Source: an optimization exercise on an open RTL-to-GDS flow (aim: small area). Production flows keep margins and buffers that such runs may drop.
The RTL was checked by simulation tests, not by an equivalence proof against the original design.
Power figures rest on the tool's default switching activity, not on a simulated workload.

==> flow/design.v (excerpt) <==
module uart_string_loopback (
    input  wire clk,
    input  wire rst_n,
    input  wire rx,
    output wire tx
);
Size in the first run: roughly 460 cells after synthesis, ~4 I/O pins, about 0.0073 mm² of cells after synthesis.
==> flow/config.mk <==
export PLATFORM = sky130hd
export DESIGN_NAME = uart_string_loopback
export DESIGN_NICKNAME = uart_string_loopback
export VERILOG_FILES = /design/flow/design.v
export SDC_FILE = /design/flow/constraint.sdc
export NUM_CORES = 4
export LEC_CHECK = 0
export CAP_MARGIN = 20
export CORE_MARGIN = 2
export CORE_UTILIZATION = 60
export SLEW_MARGIN = 20
==> flow/constraint.sdc <==
create_clock -name core_clock -period 20.0 [get_ports {clk}]
set_input_delay 4.0000 -clock core_clock [delete_from_list [all_inputs] [get_ports {clk}]]
set_output_delay 4.0000 -clock core_clock [all_outputs]
set_load 0.01 [all_outputs]
standard.sh (not shown) runs the stock make flow with config.mk's settings and CLKGATE_MAP_FILE= SYNTH_SCRIPT=/design/flow/synth_recipe.tcl, a recipe that flattens the netlist after the stock synthesis.
==> flow/flow/run.sh <==
#!/bin/bash
# Own layout flow: the standard synthesis, its logic remapped for area (the
# flip-flops untouched), then the standard layout of that netlist. Each tool
# writes its own log here.
set -euo pipefail
W=$PWD
F=$W/flow
LIB=$FLOW_HOME/platforms/sky130hd/lib/sky130_fd_sc_hd__tt_025C_1v80.lib
R=orfs/results/$FLOW_PLATFORM/uart_string_loopback/base

bash standard.sh synth > log_synth.log 2>&1
cp $R/1_2_yosys.v std_synth.v

# remap, then prove the remapped netlist equal to the standard one; keep the
# standard netlist if either step fails
python3 $F/mkmap.py $LIB std_synth.v std_map.v > log_mkmap.log 2>&1
NET=$W/std_synth.v
if RS_LIB=$LIB RS_IN=std_synth.v RS_TOP=$FLOW_TOP RS_MAP=std_map.v RS_ABC=$F/area.abc \
     RS_OUT=resynth.v yosys -c $F/resynth.tcl > log_resynth.log 2>&1 \
   && python3 $F/mkmap.py $LIB resynth.v resynth_map.v > log_mkmap2.log 2>&1 \
   && RS_LIB=$LIB RS_IN=std_synth.v RS_OUT=resynth.v RS_TOP=$FLOW_TOP RS_MAP=std_map.v \
     RS_MAP2=resynth_map.v RS_FFMAP=$F/ffmap.v yosys -c $F/equiv.tcl > log_equiv.log 2>&1; then
  NET=$W/resynth.v
fi
echo "netlist: $NET"

mv orfs orfs_std
ARGS=("SYNTH_NETLIST_FILES=$NET")
if [[ -f $F/cts_args ]]; then
  ARGS+=("CTS_ARGS=$(cat $F/cts_args)")
fi
bash standard.sh "${ARGS[@]}" finish > log_layout.log 2>&1
test -f out/final.def
==> flow/flow/cts_args <==
-sink_clustering_enable -repair_clock_nets -dont_use_dummy_load -buf_list sky130_fd_sc_hd__clkbuf_16 -sink_clustering_size 40 -sink_clustering_max_diameter 50
Other scripts of this flow, unchanged in this note and not shown: flow/flow/area.abc, flow/flow/equiv.tcl, flow/flow/ffmap.v, flow/flow/mkmap.py, flow/flow/resynth.tcl
The baseline completed with no timing, DRC or antenna violations.
Then changed:
==> flow/flow/cts_args (replaced) <==
-sink_clustering_enable -repair_clock_nets -dont_use_dummy_load -buf_list sky130_fd_sc_hd__clkbuf_8 -sink_clustering_size 24 -sink_clustering_max_diameter 50
=> The changed run produced a clean layout. Routed wire length decreases by 2.7%. Final area decreases by 2.2%. Non-clock buffer count does not change. Die area is unchanged. First-iteration DRC count decreases by 1.5%. Hold slack is worse by 0.044 ns. Sequential power barely changes. Sequential share of layout area increases by 1.8 points. Total power decreases by 8.6%.
Then changed:
CTS_BUF_LIST = sky130_fd_sc_hd__clkbuf_4   (was default)
CTS_CLUSTER_DIAMETER = 40   (was default)
CTS_CLUSTER_SIZE = 12   (was default)
removed: flow/flow/cts_args
Outcome: Design area increases slightly. Power increases by a few percent. Die area stays the same. First-iteration DRC count increases by roughly a tenth. Non-clock buffer count stays the same. Area after synthesis does not change. Register-to-register slack improved by 0.04 ns. Hold slack improved by 0.056 ns.
Then changed:
==> flow/flow/cts_args (new file) <==
-sink_clustering_enable -repair_clock_nets -dont_use_dummy_load -buf_list sky130_fd_sc_hd__clkbuf_2 -sink_clustering_size 6 -sink_clustering_max_diameter 30
CTS_BUF_LIST = default   (was sky130_fd_sc_hd__clkbuf_4)
CTS_CLUSTER_DIAMETER = default   (was 40)
CTS_CLUSTER_SIZE = default   (was 12)
The changed run went through all stages and came out clean.
Total power came out lower by 1.3%.
Die area is unchanged.
Fmax fell by 1.9%.
Synthesized cell count stays the same.
Critical path depth is unchanged.
Sequential share of layout area rises by 0.42 points.

[static timing again, ports no longer ideal]
The results above use ideal ports. As a check the final layouts listed here were re-extracted and re-timed, cells and wires unchanged.
Step 1 assumes that a clkbuf_16 drives the clock port and a buf_2 every other input.
Step 2 times the ports against the registers' clock, not the clock port: input delays grow and output delays shrink by t, the midpoint of the rising clock arrivals with the driver on.
Three values: ideal ports, drivers, drivers and shift; two values: the first two.
run	t, ns	setup WS [ns]	latest minus earliest clock arrival (ns)	slew at the worst register clock pin (ns)	worst slew at a driven data input, ns
the first run	0.501	14.482 / 14.444 / 14.834	0.081 / 0.082	0.11 / 0.11	0.03
the second run	0.508	14.450 / 14.417 / 14.840	0.089 / 0.089	0.12 / 0.12	0.03
the third run	0.663	14.316 / 14.284 / 14.865	0.032 / 0.032	0.12 / 0.12	0.03
the fourth run	0.783	14.205 / 14.174 / 14.832	0.072 / 0.073	0.11 / 0.11	0.03
After both steps setup and hold are still met in every run listed.
